Context: an optimization exercise on an open-source flow, tuned for small area, a short achievable clock period and few clock cycles. The choices shown serve that exercise and are no tape-out recipe. At most, simulation tests tie the RTL to the original design; equivalence was not proved. The RTL of run 2 was laid out without a check of its function.

`flow/run.sh`:
```
#!/bin/bash
# synth_recipe.tcl (not shown) runs the flow's synth.tcl, then flattens the netlist and writes it again
# the make line also repeats each setting of config.mk as NAME=value (left out here)
make -C /OpenROAD-flow-scripts/flow DESIGN_CONFIG=/design/flow/config.mk WORK_HOME=/design/flow/orfs CLKGATE_MAP_FILE= SYNTH_SCRIPT=/design/flow/synth_recipe.tcl finish
```
`flow/constraint.sdc`:
```
create_clock -name core_clock -period 9.0 [get_ports {clk}]
set_input_delay 1.8000 -clock core_clock [delete_from_list [all_inputs] [get_ports {clk}]]
set_output_delay 1.8000 -clock core_clock [all_outputs]
set_load 0.01 [all_outputs]
```
`flow/config.mk`:
```
export PLATFORM = sky130hd
export DESIGN_NAME = MUL_DIV_top
export DESIGN_NICKNAME = MUL_DIV_top
export VERILOG_FILES = /design/flow/design.v
export SDC_FILE = /design/flow/constraint.sdc
export NUM_CORES = 8
export LEC_CHECK = 0
export CAP_MARGIN = 20
export CORE_MARGIN = 2
export CORE_UTILIZATION = 40
export SLEW_MARGIN = 20
```
`flow/design.v`:
```
module MUL_DIV_top (
    input           clk,
    input           rst_n,
    input  [31:0]   data1,
    input  [31:0]   data2,
    input           MUL_DIV_start,
    input  [2:0]    MUL_DIV_ctrl,
    output [31:0]   MUL_DIV_out,
    output          MUL_DIV_done 
);
wire is_MUL = ~MUL_DIV_ctrl[2];
wire is_DIV =  MUL_DIV_ctrl[2];
wire MUL_done, DIV_done;
wire [31:0] MUL_out, DIV_out;
assign MUL_DIV_out = MUL_done ? MUL_out : DIV_done ? DIV_out : 0;
assign MUL_DIV_done = MUL_done | DIV_done;
WallaceMultiplier m_WallaceMultiplier(
    .clk(clk),
    .rst_n(rst_n),
    .start(MUL_DIV_start & is_MUL),
    .multiplicand(data1), 
    .multiplier(data2),
    .MUL_DIV_ctrl(MUL_DIV_ctrl),
    .MUL_out(MUL_out),
    .MUL_done(MUL_done)
);
SRTDivider m_SRTDivider(
    .clk(clk),
    .rst_n(rst_n),
    .start(MUL_DIV_start & is_DIV),
    .remainder(data1), 
    .divisor(data2),
    .MUL_DIV_ctrl(MUL_DIV_ctrl),
    .DIV_out(DIV_out),
    .DIV_done(DIV_done)
);
endmodule
module WallaceMultiplier (
    input           clk,
    input           rst_n,
    input           start,
    input  [31:0]   multiplicand, 
    input  [31:0]   multiplier,
    input  [2:0]    MUL_DIV_ctrl,
    output [31:0]   MUL_out,
    output          MUL_done
);
wire higher;
wire [1:0] sign;
assign higher = ~(MUL_DIV_ctrl == 3'b000);
assign sign = MUL_DIV_ctrl[1:0];
wire [63:0] partial_0_temp [2:0];
wire [63:0] partial_0 [15:0];
wire [33:0] booth [16:0];
wire [63:0] partial_1 [7:0];
wire [63:0] partial_2 [3:0];
wire [63:0] partial_3 [1:0];
wire [((64 * 8) - 1):0] partial_1_flat;
wire [((64 * 2) - 1):0] partial_3_flat;
wire [((64 * 8) - 1):0] partial_1_flat_o;
wire [((64 * 2) - 1):0] partial_3_flat_o;
wire [63:0] partial_1_o [7:0];
wire [63:0] partial_3_o [1:0];
wire [1:0] r_sign_o [1:0];
wire r_higher_o [1:0];
wire r_start_o [1:0];
wire [63:0] partial_sum;
assign partial_sum = partial_3_o[0] + partial_3_o[1];
assign MUL_out = r_higher_o[1] ? partial_sum[63:32] : partial_sum[31:0];
assign MUL_done = r_start_o[1];
Booth4Decode m_booth_decoder_0 (
    .multiplicand(multiplicand),  
    .code({multiplier[1:0], 1'b0}),  
    .unsign(&sign[1:0]),
    .booth_out(booth[0])
);
assign partial_0[0] = {{30{booth[0][33]}}, booth[0]};  
genvar g_i;
generate
    for (g_i = 1; g_i < 14; g_i = g_i + 1) begin: m_booth_decoders_1_13
        Booth4Decode m_booth_decoder (
            .multiplicand(multiplicand),  
            .code(multiplier[(2 * g_i) + 1: (2 * g_i) - 1]),  
            .unsign(&sign[1:0]),
            .booth_out(booth[g_i])
        );
        assign partial_0[g_i] = {{(30 - (g_i * 2)){booth[g_i][33]}}, {booth[g_i]}, {(g_i * 2){1'b0}}};
    end
    for (g_i = 14; g_i < 16; g_i = g_i + 1) begin: m_booth_decoders_14_15
        Booth4Decode m_booth_decoder (
            .multiplicand(multiplicand),  
            .code(multiplier[(2 * g_i) + 1: (2 * g_i) - 1]),  
            .unsign(&sign[1:0]),
            .booth_out(booth[g_i])
        );
        assign partial_0_temp[g_i - 14] = {{(30 - (g_i * 2)){booth[g_i][33]}}, {booth[g_i]}, {(g_i * 2){1'b0}}};
    end
endgenerate
Booth4Decode m_booth_decoder_16 (
    .multiplicand(multiplicand),  
    .code({{2{~sign[1] & multiplier[31]}}, multiplier[31]}),  
    .unsign(&sign[1:0]),
    .booth_out(booth[16])
);
assign partial_0_temp[2] = {{booth[16][31:0]}, {32{1'b0}}};  
Compressor32 m_compressor_l0(
    .in1(partial_0_temp[0]),
    .in2(partial_0_temp[1]),
    .in3(partial_0_temp[2]),
    .out1(partial_0[14]),
    .out2(partial_0[15])
);
generate
    for (g_i = 0; g_i < 4; g_i = g_i + 1) begin: m_compressors_l1
        Compressor42 m_compressor (
            .in1(partial_0[((g_i * 4) + 0)]),
            .in2(partial_0[((g_i * 4) + 1)]),
            .in3(partial_0[((g_i * 4) + 2)]),
            .in4(partial_0[((g_i * 4) + 3)]),
            .out1(partial_1[((g_i * 2) + 0)]),
            .out2(partial_1[((g_i * 2) + 1)])
        );
    end
endgenerate
generate
    for (g_i = 0; g_i < 8; g_i = g_i + 1) begin: partial_1_flatten
        assign partial_1_flat[(64 * (g_i + 1) - 1):(64 * g_i)] = partial_1[g_i];
    end
endgenerate
MUL_Reg #(.SIZE(8)) m_MUL_0_Reg(
    .clk(clk),
    .rst_n(rst_n),
    .partial_i(partial_1_flat),
    .sign_i(sign),
    .higher_i(higher),
    .start_i(start),
    .partial_o(partial_1_flat_o),
    .sign_o(r_sign_o[0]),
    .higher_o(r_higher_o[0]),
    .start_o(r_start_o[0])
);
generate
    for (g_i = 0; g_i < 8; g_i = g_i + 1) begin: partial_1_o_unflatten
        assign partial_1_o[g_i] = partial_1_flat_o[(64 * (g_i + 1) - 1):(64 * g_i)];
    end
endgenerate
generate
    for (g_i = 0; g_i < 2; g_i = g_i + 1) begin: m_compressors_l2
        Compressor42 m_compressor (
            .in1(partial_1_o[((g_i * 4) + 0)]),
            .in2(partial_1_o[((g_i * 4) + 1)]),
            .in3(partial_1_o[((g_i * 4) + 2)]),
            .in4(partial_1_o[((g_i * 4) + 3)]),
            .out1(partial_2[((g_i * 2) + 0)]),
            .out2(partial_2[((g_i * 2) + 1)])
        );
    end
endgenerate
generate
    for (g_i = 0; g_i < 1; g_i = g_i + 1) begin: m_compressors_l3
        Compressor42 m_compressor (
            .in1(partial_2[((g_i * 4) + 0)]),
            .in2(partial_2[((g_i * 4) + 1)]),
            .in3(partial_2[((g_i * 4) + 2)]),
            .in4(partial_2[((g_i * 4) + 3)]),
            .out1(partial_3[((g_i * 2) + 0)]),
            .out2(partial_3[((g_i * 2) + 1)])
        );
    end
endgenerate
generate
    for (g_i = 0; g_i < 2; g_i = g_i + 1) begin: partial_3_flatten
        assign partial_3_flat[(64 * (g_i + 1) - 1):(64 * g_i)] = partial_3[g_i];
    end
endgenerate
MUL_Reg #(.SIZE(2)) m_MUL_3_Reg(
    .clk(clk),
    .rst_n(rst_n),
    .partial_i(partial_3_flat),
    .sign_i(r_sign_o[0]),
    .higher_i(r_higher_o[0]),
    .start_i(r_start_o[0]),
    .partial_o(partial_3_flat_o),
    .sign_o(r_sign_o[1]),
    .higher_o(r_higher_o[1]),
    .start_o(r_start_o[1])
);
generate
    for (g_i = 0; g_i < 2; g_i = g_i + 1) begin: partial_3_o_unflatten
        assign partial_3_o[g_i] = partial_3_flat_o[(64 * (g_i + 1) - 1):(64 * g_i)];
    end
endgenerate
endmodule
module Booth4Decode (
    input  [2:0]        code,
    input  [31:0]       multiplicand,
    input               unsign,
    output reg [33:0]   booth_out  
);
wire [32:0] pos_multiplicand;
wire [32:0] neg_multiplicand;
assign pos_multiplicand = {(unsign ? 1'b0 : multiplicand[31]), multiplicand};    
assign neg_multiplicand = -pos_multiplicand;                                     
always @(*) begin
    case(code)
        3'b000: booth_out = 34'b0;
        3'b001: booth_out = {pos_multiplicand[32], pos_multiplicand};  
        3'b010: booth_out = {pos_multiplicand[32], pos_multiplicand};
        3'b011: booth_out = {pos_multiplicand, 1'b0};  
        3'b100: booth_out = {neg_multiplicand, 1'b0};  
        3'b101: booth_out = {neg_multiplicand[32], neg_multiplicand};  
        3'b110: booth_out = {neg_multiplicand[32], neg_multiplicand};
        3'b111: booth_out = 34'b0;
        default: booth_out = 34'bx;
    endcase
end
endmodule
module Compressor32 #(
    parameter WIDTH = 64
)  
(
    input  [(WIDTH-1):0]    in1, in2, in3,
    output [(WIDTH-1):0]    out1, out2
);
assign out1 = in1 ^ in2 ^ in3;
assign out2 = ((in1 & in2) | (in1 & in3) | (in2 & in3)) << 1;
endmodule  
module Compressor42 #(
    parameter WIDTH = 64
) 
(
    input  [(WIDTH-1):0]    in1, in2, in3, in4,
    output [(WIDTH-1):0]    out1, out2
);
wire [(WIDTH-1):0] w1, w2, w3;
assign w1 = in1 ^ in2 ^ in3 ^ in4;
assign w2 = (in1 & in2) | (in3 & in4);
assign w3 = (in1 | in2) & (in3 | in4);
assign out1 = {w1} ^ {w3[(WIDTH-2):0], 1'b0};
assign out2 = ((w1 & {w3[(WIDTH-2):0], 1'b0}) | ((~w1) & w2)) << 1;
endmodule  
module MUL_Reg #(
    parameter SIZE = 16
)
(
    input                           clk,
    input                           rst_n,
    input                           start_i,
    input  [((64 * SIZE) - 1):0]    partial_i,
    input  [1:0]                    sign_i,
    input                           higher_i,
    output                          start_o,
    output [((64 * SIZE) - 1):0]    partial_o,
    output [1:0]                    sign_o,
    output                          higher_o
);
genvar g_i;
generate
    for (g_i = 0; g_i < SIZE; g_i = g_i + 1) begin: reg_partial_products
        PipelineRegister #(.WIDTH(64)) reg_partial (.clk(clk), .rst_n(rst_n), .clear(1'b0), .en(1'b1), .data_i(partial_i[(64 * (g_i + 1) - 1):(64 * g_i)]), .data_o(partial_o[(64 * (g_i + 1) - 1):(64 * g_i)]));
    end
endgenerate
PipelineRegister #(.WIDTH( 1)) reg_start    (.clk(clk), .rst_n(rst_n), .clear(1'b0), .en(1'b1), .data_i(start_i),    .data_o(start_o));
PipelineRegister #(.WIDTH( 2)) reg_sign     (.clk(clk), .rst_n(rst_n), .clear(1'b0), .en(1'b1), .data_i(sign_i),     .data_o(sign_o));
PipelineRegister #(.WIDTH( 1)) reg_higher   (.clk(clk), .rst_n(rst_n), .clear(1'b0), .en(1'b1), .data_i(higher_i),   .data_o(higher_o));
endmodule
module PipelineRegister #(
    parameter WIDTH = 32
)
(
    input                   clk,
    input                   rst_n,
    input                   clear,
    input                   en,
    input  [WIDTH-1:0]      data_i,
    output reg [WIDTH-1:0]  data_o
);
always @(posedge clk or negedge rst_n) begin
    if (~rst_n) data_o <= {WIDTH{1'b0}};
    else if (en) begin
        if (clear) data_o <= {WIDTH{1'b0}};
        else data_o <= data_i;
    end
end
endmodule
module SRTDivider (
    input           clk,
    input           rst_n,
    input           start,
    input  [31:0]   remainder,
    input  [31:0]   divisor,
    input  [2:0]    MUL_DIV_ctrl,
    output [31:0]   DIV_out,
    output          DIV_done
);
wire unsign;
wire rem;
assign unsign = MUL_DIV_ctrl[0];
assign rem = MUL_DIV_ctrl[1];
wire remainder_sign;
wire divisor_sign;
assign remainder_sign = remainder[31];
assign divisor_sign = divisor[31];
wire [31:0] abs_remainder;
wire [31:0] abs_divisor;
assign abs_remainder = remainder_sign & (~unsign) ? -remainder : remainder;
assign abs_divisor = divisor_sign & (~unsign) ? -divisor : divisor;
reg         s_start  [17:0];
reg  [31:0] s_r      [17:0];  
reg  [31:0] s_d      [17:0];  
reg  [31:0] s_a      [17:0];  
reg  [33:0] s_p      [17:0];  
reg  [31:0] s_q      [17:0];  
reg         s_r_sign [17:0];
reg         s_d_sign [17:0];
reg         s_unsign [17:0];
reg         s_rem    [17:0];
wire [33:0] t    [15:0];
wire [33:0] d1   [15:0];
wire [33:0] d2   [15:0];
wire [33:0] d3   [15:0];
wire [34:0] t_d1 [15:0];
wire [34:0] t_d2 [15:0];
wire [34:0] t_d3 [15:0];
wire [33:0] p_n  [15:0];
wire [1:0]  q_n  [15:0];
genvar g_i;
generate
    for (g_i = 0; g_i < 16; g_i = g_i + 1) begin: m_div_steps
        assign t[g_i]    = {s_p[g_i][31:0], s_a[g_i][31:30]};
        assign d1[g_i]   = {2'b0, s_d[g_i]};
        assign d2[g_i]   = {1'b0, s_d[g_i], 1'b0};
        assign d3[g_i]   = d1[g_i] + d2[g_i];
        assign t_d1[g_i] = {1'b0, t[g_i]} - {1'b0, d1[g_i]};
        assign t_d2[g_i] = {1'b0, t[g_i]} - {1'b0, d2[g_i]};
        assign t_d3[g_i] = {1'b0, t[g_i]} - {1'b0, d3[g_i]};
        assign q_n[g_i]  = !t_d3[g_i][34] ? 2'd3 : !t_d2[g_i][34] ? 2'd2 : !t_d1[g_i][34] ? 2'd1 : 2'd0;
        assign p_n[g_i]  = !t_d3[g_i][34] ? t_d3[g_i][33:0] : !t_d2[g_i][34] ? t_d2[g_i][33:0] :
                           !t_d1[g_i][34] ? t_d1[g_i][33:0] : t[g_i];
    end
endgenerate
integer i;
always @(posedge clk or negedge rst_n) begin
    if (!rst_n) begin
        for (i = 0; i < 18; i = i + 1) begin
            s_start[i]  <= 1'b0;
            s_r[i]      <= 32'b0;
            s_d[i]      <= 32'b0;
            s_a[i]      <= 32'b0;
            s_p[i]      <= 34'b0;
            s_q[i]      <= 32'b0;
            s_r_sign[i] <= 1'b0;
            s_d_sign[i] <= 1'b0;
            s_unsign[i] <= 1'b0;
            s_rem[i]    <= 1'b0;
        end
    end
    else begin
        s_start[0]  <= start;
        s_r[0]      <= remainder;
        s_d[0]      <= abs_divisor;
        s_a[0]      <= abs_remainder;
        s_p[0]      <= 34'b0;
        s_q[0]      <= 32'b0;
        s_r_sign[0] <= remainder_sign;
        s_d_sign[0] <= divisor_sign;
        s_unsign[0] <= unsign;
        s_rem[0]    <= rem;
        for (i = 1; i < 18; i = i + 1) begin
            s_start[i]  <= s_start[i-1];
            s_r[i]      <= s_r[i-1];
            s_d[i]      <= s_d[i-1];
            s_r_sign[i] <= s_r_sign[i-1];
            s_d_sign[i] <= s_d_sign[i-1];
            s_unsign[i] <= s_unsign[i-1];
            s_rem[i]    <= s_rem[i-1];
        end
        for (i = 1; i < 17; i = i + 1) begin
            s_a[i] <= {s_a[i-1][29:0], 2'b00};
            s_p[i] <= p_n[i-1];
            s_q[i] <= {s_q[i-1][29:0], q_n[i-1]};
        end
        s_a[17] <= s_a[16];
        s_p[17] <= s_p[16];
        s_q[17] <= s_q[16];
    end
end
wire d_zero = ~(|s_d[17]);
wire [31:0] quotient;
wire [31:0] remain;
assign quotient = d_zero ? 32'hffffffff : (s_r_sign[17] ^ s_d_sign[17]) & (~s_unsign[17]) ? -s_q[17] : s_q[17];  
assign remain = d_zero ? s_r[17] : s_r_sign[17] & (~s_unsign[17]) ? -s_p[17][31:0] : s_p[17][31:0];  
assign DIV_out = s_rem[17] ? remain : quotient;
assign DIV_done = s_start[17];
endmodule
```
==> results of run 1 <==
==> worst max-delay path: cells and delay by family (launching register included) <==
family                     cells  cell delay (ns)
xor gates and xnor gates       1             0.12
buffers and inverters          2             0.89
adders and majority gates      1             0.29
DFF                            1             0.38
AOI/OAI and AO/OA             11             3.92
==> layout by cell type, fill, tap and decap left out, types with 78 or more instances in the layout <==
cell type,count
dfrtp_1,2772
nand4_1,130
a211oi_1,531
o22ai_1,211
o31ai_1,101
nand2b_1,284
and3_1,144
a21oi_1,2386
nor4_1,100
o21a_1,257
o21bai_1,193
ha_1,2143
mux2_2,119
nand2_1,1701
or3_1,128
nand3_1,416
nor3_1,335
nor2b_1,222
and2_1,90
or2_2,142
xnor2_1,1422
clkbuf_16,318
a22oi_1,128
a21o_1,741
a31oi_1,196
xor2_1,836
mux2i_1,348
o211ai_1,317
a311oi_1,89
inv_1,1569
o221ai_1,185
fa_1,528
buf_4,507
nor2_1,1883
a211o_1,78
o21ai_0,1980
a221oi_1,252
diode_2,78
==> per-layer routing <==
layer / up-vias / GRT usage (%)
li1: 90900 / -
met1: 96300 / 39.3
met2: 9735 / 44.0
met3: 3020 / 9.28
met4: 57 / 19.1
met5: - / 0.976
==> synthesized netlist by cell type, types with 128 or more instances <==
cell type,number
a211oi_1,534
a21o_1,741
a21oi_1,2388
a221oi_1,255
a22oi_1,130
a31oi_1,199
and3_1,144
clkbuf_1,1049
dfrtp_1,2772
fa_1,528
ha_1,2145
inv_1,1570
mux2i_1,348
nand2_1,1714
nand2b_1,287
nand3_1,416
nand4_1,130
nor2_1,1925
nor2b_1,230
nor3_1,343
o211ai_1,317
o21a_1,258
o21ai_0,2003
o21bai_1,194
o221ai_1,186
o22ai_1,214
or2_2,142
or3_1,128
xnor2_1,1441
xor2_1,838
==> stage by stage <==
stage / instance area (µm²)
after detailed placement: 235000
after global routing: 246000
after CTS: 246000
after global placement: 235000
after floorplan: 224000
final: 246000
==> worst min-delay path by stage <==
stage,slack (ns),startpoint,end
detailed placement,0.33,m_SRTDivider.s_a[9][29]$_DFF_PN0_,m_SRTDivider.s_a[10][31]$_DFF_PN0_
finish,0.26,m_SRTDivider.s_r[9][7]$_DFF_PN0_,m_SRTDivider.s_r[10][7]$_DFF_PN0_
global placement,0.33,m_SRTDivider.s_r[1][3]$_DFF_PN0_,m_SRTDivider.s_r[2][3]$_DFF_PN0_
global route,0.21,m_SRTDivider.s_r[8][2]$_DFF_PN0_,m_SRTDivider.s_r[9][2]$_DFF_PN0_
CTS,0.20,m_SRTDivider.s_r[8][2]$_DFF_PN0_,m_SRTDivider.s_r[9][2]$_DFF_PN0_
floorplan,0.33,m_SRTDivider.s_a[9][19]$_DFF_PN0_,m_SRTDivider.s_a[10][21]$_DFF_PN0_
==> final cells by class <==
type | count | area (µm²)
timing repair buffer | 629 | 5080
tap | 7479 | 9360
sequential | 2772 | 69400
fill | 54600 | 313000
multi-input combinational | 19900 | 145000
inverter | 1588 | 5960
clock buffer | 429 | 8970
clock inverter | 148 | 2140
antenna | 78 | 195
==> logic make-up after synthesis <==
| logic type | share of synthesized area [%] |
|---|---|
| AOI/OAI and AO/OA | 24.3 |
| xor gates and xnor gates | 8.96 |
| adders and majority gates | 16.8 |
| buffers and inverters | 4.67 |
| DFF | 30.9 |
| muxes | 2.15 |
| and+or+nand+nor | 12.2 |
==> out/summary.txt, run 1 <==
Post-DP HPWL = 672000 µm
CP Data Required Time = 7.20 ns
DR WL met3 = 89500 µm
Top sig layer = met5
Routed met1 length = 367000 µm
RSZ-0062 raised after global routing = false
Share of layout cells above drive strength 1 = 6.73%
Setup WS pre-CTS = 1.13 ns
Library cells used by synthesis = 106
Total core area = 0.560 mm²
Hold/Removal Path Class = reg2reg
Syn Area/Cell = 8.83 µm²
Post-Layout Cell Count = 33.0k
Die ar. = 0.567 mm²
Metal2 WL = 361000 µm
Clock skew = 0.119 ns
Area grow syn2layout = 9.85%
Synth area leader = dfrtp_1
Detail Route Antenna Nets = 0
Die width = 753 µm
Crit-path max FO = 5
Number of global-route vias before repair = 190k
Clock sink count = 2772
CTS H-tree lvls = 5
Final WS setup = 0.580 ns
CTS buffer count = 315
Largest cells by area after synthesis = dfrtp_1, ha_1, xnor2_1, a21oi_1, fa_1
Synthesized area = 0.224 mm²
WL final = 890000 µm
Clock input transition at the sequential cells of the worst setup and hold paths = 0.06 ns
Pre-Repair DR Iteration Count = 11
CTS resizes = 0
Starting Density = 40.1%
Hold bufs inserted after CTS = 0
Final hold vios = 0
Setup violations, final = 0
Crit-path max cell delay = 0.82 ns
Min cycle time layout = 8.42 ns
Cells after DPL = 32.3k
Final Cycle Share = 93.6%
Synth Warn # = 16
Sequential area share after synthesis = 30.9%
Height of the die = 753 µm
Vias per cell = 6.06
Post-CTS Setup Bufs = 0
# port buffers = 102
RR Endpoint = m_SRTDivider.s_p[16][25]$_DFF_PN0_
Synth Instances = 25.4k
Crit-path slowest cell = o21ai_1
Startpoint types = flop
Nets@finish = 27.9k
Max-cap violations = 0
Global placer's final weighted congestion = 1.10
Worst-Skew Late Latency = 1.02 ns
Main synth FF type = dfrtp_1
CTS tree = yes
Largest net degree at the start of global routing = 170
Total track usage = 30.4%
First-pass GRT wire length = 1290000 µm
Slew margin rel. = 7.02%
Num rows = 275
Initial antenna violation count = 104
Post-Route Utilization = 44.0%
Crit path to = MUL_DIV_out[30]
Share of the synthesized area in the top cell type = 30.9%
#FFs+latches synth = 2772
Routed WL per cell = 27.0 µm
GRT overflow = 0
Worst r2r src = m_SRTDivider.s_d[15][2]$_DFF_PN0_
CP cell instances = ha_1 -> a21o_1 -> a21o_1 -> a31oi_1 -> a31oi_1 -> o211a_1 -> o31a_1 -> a41o_1 -> a221oi_1 -> o221ai_1 -> buf_4 -> a2111oi_0 -> xor2_1 -> o21ai_1 -> clkdlybuf4s50_1
Status = finished clean
Clk root buf = clkbuf_16
Least-Margin Pin Slew = 1.38 ns
R2R Setup Slk = 2.85 ns
Longest Clk Path Bufs = 4
Drt drc = 0
Top achievable clock speed = 119 MHz
Syn_nets = 28.2k
# IOs = 103
DR vias = 200k
Post-synth ARST share = 100%
FF-to-FF path depth = 16
Setup_tns = 0 ns
Hold slack = 0.257 ns
Worst setup path category = reg2out
DRT iter0 DRCs = 23.2k
Arr. time, crit path = 6.62 ns
Post-synth EDFFs = 0
Worst setup EP type = output port
Hold Path Stages = 0
Final Slew Violations = 0
Testbench counts, summed over its fixed seeds: cycles 79,680.
==> run 2, diff against run 1 <==
==> flow/design.v (replaced) <==
module MUL_DIV_top (
    input           clk,
    input           rst_n,
    input  [31:0]   data1,
    input  [31:0]   data2,
    input           MUL_DIV_start,
    input  [2:0]    MUL_DIV_ctrl,
    output [31:0]   MUL_DIV_out,
    output          MUL_DIV_done
);
localparam [2:0] S_IDLE = 3'd0, S_MUL1 = 3'd1, S_MUL = 3'd2, S_TAIL = 3'd3,
                 S_CORR = 3'd4, S_DPREP = 3'd5, S_DIV = 3'd6, S_FIX = 3'd7;
reg  [2:0]  state;
reg         done_r;
reg  [2:0]  op;
reg         osel;       
reg  [3:0]  cnt;
reg  [4:0]  dcnt;
reg  [1:0]  tcnt;
reg         corr;
reg         rneg, qneg, dz;
reg  [34:0] X;
reg  [31:0] Y;
reg  [33:0] M;
reg         yb;         
function [5:0] clz32;
    input [31:0] v;
    integer i;
    reg found;
    begin
        clz32 = 6'd32;
        found = 1'b0;
        for (i = 31; i >= 0; i = i - 1)
            if (!found && v[i]) begin
                clz32 = 31 - i;
                found = 1'b1;
            end
    end
endfunction
wire op_div   = op[2];
wire op_rem   = op[2] & op[1];
wire a_signed = op[2] ? ~op[0] : (op[1:0] != 2'd3);
wire b_signed = op[2] ? ~op[0] : (op[1:0] == 2'd0 || op[1:0] == 2'd1);
reg         b_one, b_two, b_neg, b_y, cin;
wire [34:0] Mx = {M[33], M};
reg  [34:0] mag;
always @* begin
    mag = 35'd0;
    if (b_one) mag = Mx;
    if (b_two) mag = {M, 1'b0};
    if (b_y)   mag = {3'b000, Y};
end
wire [34:0] Bop = b_neg ? ~mag : mag;
wire [34:0] S   = X + Bop + {34'd0, cin};
wire [2:0] bd = {Y[1], Y[0], yb};
wire bd_one = (bd == 3'b001) | (bd == 3'b010) | (bd == 3'b101) | (bd == 3'b110);
wire bd_two = (bd == 3'b011) | (bd == 3'b100);
wire bd_neg = Y[1] & ~(Y[0] & yb);
wire        ysgn   = Y[31] & b_signed;
wire [5:0]  clz_y  = clz32(Y ^ {32{ysgn}});
wire [5:0]  sbits  = 6'd33 - clz_y;                
wire [4:0]  jd     = (sbits + 6'd1) >> 1;          
wire [4:0]  j16    = (jd > 5'd16) ? 5'd16 : jd;
wire [2:0]  jgrp   = (j16 + 5'd3) >> 2;            
wire        asgn   = M[31] & a_signed;
wire [5:0]  clz_a  = clz32(M[31:0] ^ {32{asgn}});
wire [6:0]  k_raw  = {1'b0, clz_y} - {1'b0, clz_a} + {6'd0, asgn};  
wire        k_neg  = k_raw[6];
wire [4:0]  k      = (k_raw[5]) ? 5'd31 : k_raw[4:0];
wire        b_zero = (Y == 32'd0);
wire [33:0] Msh    = {{2{ysgn}}, Y} << k;
always @* begin
    b_one = 1'b0; b_two = 1'b0; b_neg = 1'b0; b_y = 1'b0; cin = 1'b0;
    case (state)
        S_MUL1, S_MUL: begin b_one = bd_one; b_two = bd_two; b_neg = bd_neg; cin = bd_neg; end
        S_CORR:        begin b_one = 1'b1; end
        S_DPREP:       begin b_one = 1'b1; b_neg = asgn; cin = asgn; end    
        S_DIV:         begin b_one = 1'b1; b_neg = ~M[33]; cin = ~M[33]; end
        S_FIX: begin
            if (op_rem) begin b_neg = 1'b1; end                   
            else begin b_y = 1'b1; b_neg = 1'b1; cin = ~dz; end   
        end
        default: ;
    endcase
end
wire fix_needed_rem = rneg;
wire fix_needed_q   = qneg | dz;
always @(posedge clk or negedge rst_n) begin
    if (!rst_n) begin
        state  <= S_IDLE;
        done_r <= 1'b0;
    end else begin
        done_r <= 1'b0;
        case (state)
            S_IDLE: if (MUL_DIV_start) state <= MUL_DIV_ctrl[2] ? S_DPREP : S_MUL1;
            S_MUL1: state <= S_MUL;
            S_MUL: if (cnt == 4'd1) begin
                if (tcnt != 2'd0) state <= S_TAIL;
                else if (corr) state <= S_CORR;
                else begin state <= S_IDLE; done_r <= 1'b1; end
            end
            S_TAIL: if (tcnt == 2'd1) begin state <= S_IDLE; done_r <= 1'b1; end
            S_CORR: begin state <= S_IDLE; done_r <= 1'b1; end
            S_DPREP: begin
                if (!k_neg && !b_zero) state <= S_DIV;
                else if ((op_rem && asgn) || (!op_rem && b_zero)) state <= S_FIX;
                else begin state <= S_IDLE; done_r <= 1'b1; end
            end
            S_DIV: if (dcnt == 5'd0) begin
                if (op_rem ? rneg : qneg) state <= S_FIX;
                else begin state <= S_IDLE; done_r <= 1'b1; end
            end
            S_FIX: begin state <= S_IDLE; done_r <= 1'b1; end
            default: state <= S_IDLE;
        endcase
    end
end
wire q_bit = ~S[34];
always @(posedge clk) begin
    case (state)
        S_IDLE: if (MUL_DIV_start) begin
            op   <= MUL_DIV_ctrl;
            X    <= 35'd0;
            Y    <= data2;
            yb   <= 1'b0;
            M    <= {{2{data1[31] & (MUL_DIV_ctrl[2] ? ~MUL_DIV_ctrl[0] : (MUL_DIV_ctrl[1:0] != 2'd3))}}, data1};
            osel <= ~MUL_DIV_ctrl[2] & (MUL_DIV_ctrl[1:0] != 2'd0);
        end
        S_MUL1, S_MUL: begin
            X  <= {S[34], S[34], S[34:2]};
            Y  <= {S[1:0], Y[31:2]};
            yb <= Y[1];
            if (state == S_MUL1) begin
                cnt  <= {jgrp[2:0], 2'b00} - 4'd1;    
                tcnt <= 3'd4 - jgrp;
                corr <= (jd == 5'd17);
            end else
                cnt <= cnt - 4'd1;
        end
        S_TAIL: begin
            X    <= {{8{X[34]}}, X[34:8]};
            Y    <= {X[7:0], Y[31:8]};
            tcnt <= tcnt - 2'd1;
        end
        S_CORR: X <= S;
        S_DPREP: begin
            X    <= (op_rem | ~b_zero) ? S : 35'd0;   
            M    <= Msh;
            Y    <= 32'd0;
            dcnt <= k;
            dz   <= b_zero;
            rneg <= asgn;
            qneg <= (asgn ^ ysgn) & ~b_zero;
            osel <= op_rem & ~asgn;
        end
        S_DIV: begin
            if (q_bit) X <= (dcnt == 5'd0 && !op_rem) ? 35'd0 : S;
            else if (dcnt == 5'd0 && !op_rem) X <= 35'd0;
            Y    <= {Y[30:0], q_bit};
            M    <= {M[33], M[33:1]};
            dcnt <= dcnt - 5'd1;
        end
        S_FIX: begin
            Y    <= op_rem ? ~S[31:0] : S[31:0];
            osel <= 1'b0;
        end
        default: ;
    endcase
end
assign MUL_DIV_out  = osel ? X[31:0] : Y;
assign MUL_DIV_done = done_r;
endmodule
==> out/summary.txt, run 2 <==
Share of the synthesized area in the top cell type = 25.0% (was 30.9%)
Worst-Skew Late Latency = 0.44 ns (was 1.02 ns)
Area after DPL = 0.0159 mm² (was 0.235 mm²)
Top reg by flops = X
Final Slew Violations = 0 (unchanged)
Most numerous cell in the Yosys netlist = nand2_1 (was dfrtp_1)
Post-synth ARST share = 3.20% (was 100%)
Design area = 0.0165 mm² (was 0.246 mm²)
Setup violations, final = 0 (unchanged)
Library cells used by synthesis = 93 (was 106)
Status = finished clean (unchanged)
Height of the die = 195 µm (was 753 µm)
Vias per cell = 6.93 (was 6.06)
WL final = 64400 µm (was 890000 µm)
Drt drc = 0 (unchanged)
DR vias = 15.8k (was 200k)
Pre-Repair DR Iteration Count = 9 (was 11)
Hold bufs inserted after CTS = 0 (unchanged)
RR Endpoint = M[33]$_DFFE_PP_ (was m_SRTDivider.s_p[16][25]$_DFF_PN0_)
#FFs+latches synth = 125 (was 2772)
Global placer's final weighted congestion = 0.940 (was 1.10)
Sequential cell area = 0.00374 mm² (was 0.0694 mm²)
Final hold vios = 0 (unchanged)
GRT overflow = 0 (unchanged)
Area grow syn2layout = 13.8% (was 9.85%)
Startpoint types = flop (unchanged)
Commonest cells in the synthesized netlist = nand2_1, nor2_1, a21oi_1, edfxtp_1, clkbuf_1 (was dfrtp_1, a21oi_1, ha_1, o21ai_0, nor2_1)
Synth Warn # = 1 (was 16)
Die width = 195 µm (was 753 µm)
Final Cycle Share = 90.5% (was 93.6%)
Longest Clk Path Bufs = 2 (was 4)
Detail Route Antenna Nets = 0 (unchanged)
Least-Margin Pin Slew = 1.29 ns (was 1.38 ns)
RSZ-0062 raised after global routing = false (unchanged)
Largest cells by area after synthesis = edfxtp_1, mux2i_1, a21oi_1, nand2_1, xnor2_1 (was dfrtp_1, ha_1, xnor2_1, a21oi_1, fa_1)
Slew margin rel. = 11.6% (was 7.02%)
CTS tree = yes (unchanged)
Arr. time, crit path = 8.32 ns (was 6.62 ns)
Crit-path slowest cell = a2111oi_0 (was o21ai_1)
Synthesized area = 0.0145 mm² (was 0.224 mm²)
Max-cap violations = 0 (unchanged)
CP cell instances = o21ai_0 -> nand2_1 -> clkinv_1 -> buf_4 -> nor2_1 -> a2bb2oi_1 -> or3_1 -> nor3_1 -> nand2_1 -> a21oi_1 -> a2111oi_0 -> ha_1 -> ha_1 -> nor2b_1 -> a211oi_2 -> nand4_4 -> mux4_2 -> mux2i_1 -> o22ai_1 -> or4_1 (was ha_1 -> a21o_1 -> a21o_1 -> a31oi_1 -> a31oi_1 -> o211a_1 -> o31a_1 -> a41o_1 -> a221oi_1 -> o221ai_1 -> buf_4 -> a2111oi_0 -> xor2_1 -> o21ai_1 -> clkdlybuf4s50_1)
R2R Setup Slk = 0.85 ns (was 2.85 ns)
CP Data Required Time = 9.17 ns (was 7.20 ns)
FF-to-FF path depth = 20 (was 16)
Clock input transition at the sequential cells of the worst setup and hold paths = 0.07 ns (was 0.06 ns)
Min cycle time layout = 8.15 ns (was 8.42 ns)
Crit path to = M[33]$_DFFE_PP_ (was MUL_DIV_out[30])
Multi-input logic area = 0.0100 mm² (was 0.145 mm²)
Syn Area/Cell = 8.11 µm² (was 8.83 µm²)
# port buffers = 102 (unchanged)
Top Registers = X (35), M (34), Y (32)
Hold/Removal Path Class = reg2reg (unchanged)
Main synth FF type = edfxtp_1 (was dfrtp_1)
Clock sink count = 125 (was 2772)
Post-CTS Setup Bufs = 0 (unchanged)
Post-DP HPWL = 46700 µm (was 672000 µm)
Total track usage = 33.0% (was 30.4%)
Routed WL per cell = 28.3 µm (was 27.0 µm)
Synth Instances = 1793 (was 25.4k)
Worst r2r src = op[2]$_DFFE_PP_ (was m_SRTDivider.s_d[15][2]$_DFF_PN0_)
Number of global-route vias before repair = 14.2k (was 190k)
CTS H-tree lvls = 4 (was 5)
Synth area leader = edfxtp_1 (was dfrtp_1)
Most frequent cells in the layout = nand2_1, nor2_1, a21oi_1, edfxtp_1, o21ai_0 (was dfrtp_1, a21oi_1, ha_1, o21ai_0, nor2_1)
Total core area = 0.0357 mm² (was 0.560 mm²)
Filler instances = 3500 (was 54.6k)
Max FFs per register = 35
Setup_tns = 0 ns (unchanged)
Worst setup EP type = flop (was output port)
CTS resizes = 0 (unchanged)
First-pass GRT wire length = 93700 µm (was 1290000 µm)
Initial antenna violation count = 3 (was 104)
Crit-path max cell delay = 1.08 ns (was 0.82 ns)
Sequential area share after synthesis = 25.7% (was 30.9%)
Setup crit start = op[2]$_DFFE_PP_
Syn_nets = 1917 (was 28.2k)
Starting Density = 40.8% (was 40.1%)
Share of layout cells above drive strength 1 = 9.49% (was 6.73%)
Largest net degree at the start of global routing = 60 (was 170)
Die ar. = 0.0379 mm² (was 0.567 mm²)
Commonest non-fill, non-tap cell in the layout = nand2_1 (was dfrtp_1)
Crit-path max FO = 35 (was 5)
Nets@finish = 1924 (was 27.9k)
# IOs = 103 (unchanged)
Worst setup path category = reg2reg (was reg2out)
DRT iter0 DRCs = 2487 (was 23.2k)
CTS buffer count = 17 (was 315)
Top achievable clock speed = 123 MHz (was 119 MHz)
Num rows = 69 (was 275)
Post-synth EDFFs = 121 (was 0)
Clock skew = 0.00908 ns (was 0.119 ns)
Clk root buf = clkbuf_16 (unchanged)
## run 2: cell types whose count changed in the layout (fill, tap and decap cells not counted), moves of 1344 or more
cell     before  now
xnor2_1    1422   78
nand2_1    1701  183
inv_1      1569   57
dfrtp_1    2772    2
o21ai_0    1980  110
ha_1       2143   51
nor2_1     1883  172
a21oi_1    2386  145
## run 2: worst min path at each step
| stage | start | slack, ns | depth (start not counted) | to |
|---|---|---|---|---|
| floorplan | X[18]$_SDFFCE_PN0P_ | 0.55 | 2 | X[10]$_SDFFCE_PN0P_ |
| global placement | cnt[0]$_SDFFCE_PP1N_ | 0.60 | 1 | cnt[0]$_SDFFCE_PP1N_ |
| detailed placement | dcnt[0]$_DFFE_PN_ | 0.60 | 1 | dcnt[0]$_DFFE_PN_ |
| CTS | dcnt[0]$_DFFE_PN_ | 0.61 | 1 | dcnt[0]$_DFFE_PN_ |
| global route | dcnt[0]$_DFFE_PN_ | 0.64 | 1 | dcnt[0]$_DFFE_PN_ |
| finish | dcnt[0]$_DFFE_PN_ | 0.62 | 1 | dcnt[0]$_DFFE_PN_ |
## run 2: area by class of cell
class / instances / share of cell area [%]
Multi-Input combinational cell: 1447 / 60.4
Clock inverter: 14 / 1.23
Tap cell: 461 / 3.49
Antenna cell: 2 / 0.0303
Inverter: 61 / 1.39
Sequential cell: 125 / 22.6
Timing Repair Buffer: 148 / 8.26
Clock buffer: 18 / 2.59
## run 2: kinds of logic (layout without fill, tap and decap cells)
family | after synthesis | after routing | synth area share (%)
AO/OA/AOI/OAI | 591 | 591 | 28.3
flip-flops | 125 | 125 | 25.7
multiplexers | 128 | 128 | 10.4
other | 0 | 2 | 0
buffers and inverters | 221 | 241 | 6.00
XOR/XNOR | 97 | 97 | 6.32
adder cells (fa/ha/maj) | 54 | 54 | 4.80
AND/OR/NAND/NOR | 577 | 577 | 18.5
## run 2: worst max-delay path: cells and delay by family (launching register included)
| kind | cells | cell delay, ns |
|---|---|---|
| and+or+nand+nor | 8 | 2.43 |
| buffers and inverters | 2 | 0.65 |
| muxes | 2 | 1.10 |
| AOI/OAI and AO/OA | 6 | 2.48 |
| DFF | 1 | 0.45 |
| adders and majority gates | 2 | 0.75 |
## run 2: stage by stage
step	std cells	setup WS (ns)	utilization (%)	hold slack (ns)
CTS	2274	1.24	46.3	0.613
floorplan	1793	1.58	-	0.555
finish	2276	0.854	46.4	0.616
global route	2274	0.680	46.4	0.636
detailed placement	2242	1.27	44.5	0.604
global placement	2242	1.49	44.5	0.596
## run 2: per-layer routing
metal / up-vias / wire, µm / global-route usage (%)
met1: 7545 / 26300 / 47.0
li1: 6884 / - / -
met5: - / 0 / 0
met2: 1177 / 26700 / 47.0
met3: 161 / 8500 / 8.43
met4: 0 / 2940 / 14.1

[static timing again, ports no longer ideal]
The flow's constraints put no driver on any port. The routed layouts listed below were extracted and timed again, unchanged, in two steps. Step 1, drivers: a clkbuf_16 drives clk and a buf_2 each remaining input, both assumed. Step 2 moves the port delays by t, midway between the first and last clock arrival at a register: inputs arrive t later, outputs are due t later. That takes back most of the time a late clock gives input paths. Three values: no drivers, after step 1, after step 2; two values: the first two.
run	shift t [ns]	setup WS [ns]	worst setup path after step 2
run 1	1.098	0.580 / 0.442 / 0.644	input to register
run 2	0.481	0.854 / 0.854 / 0.854	register to register
After both steps every run listed still meets setup and hold.
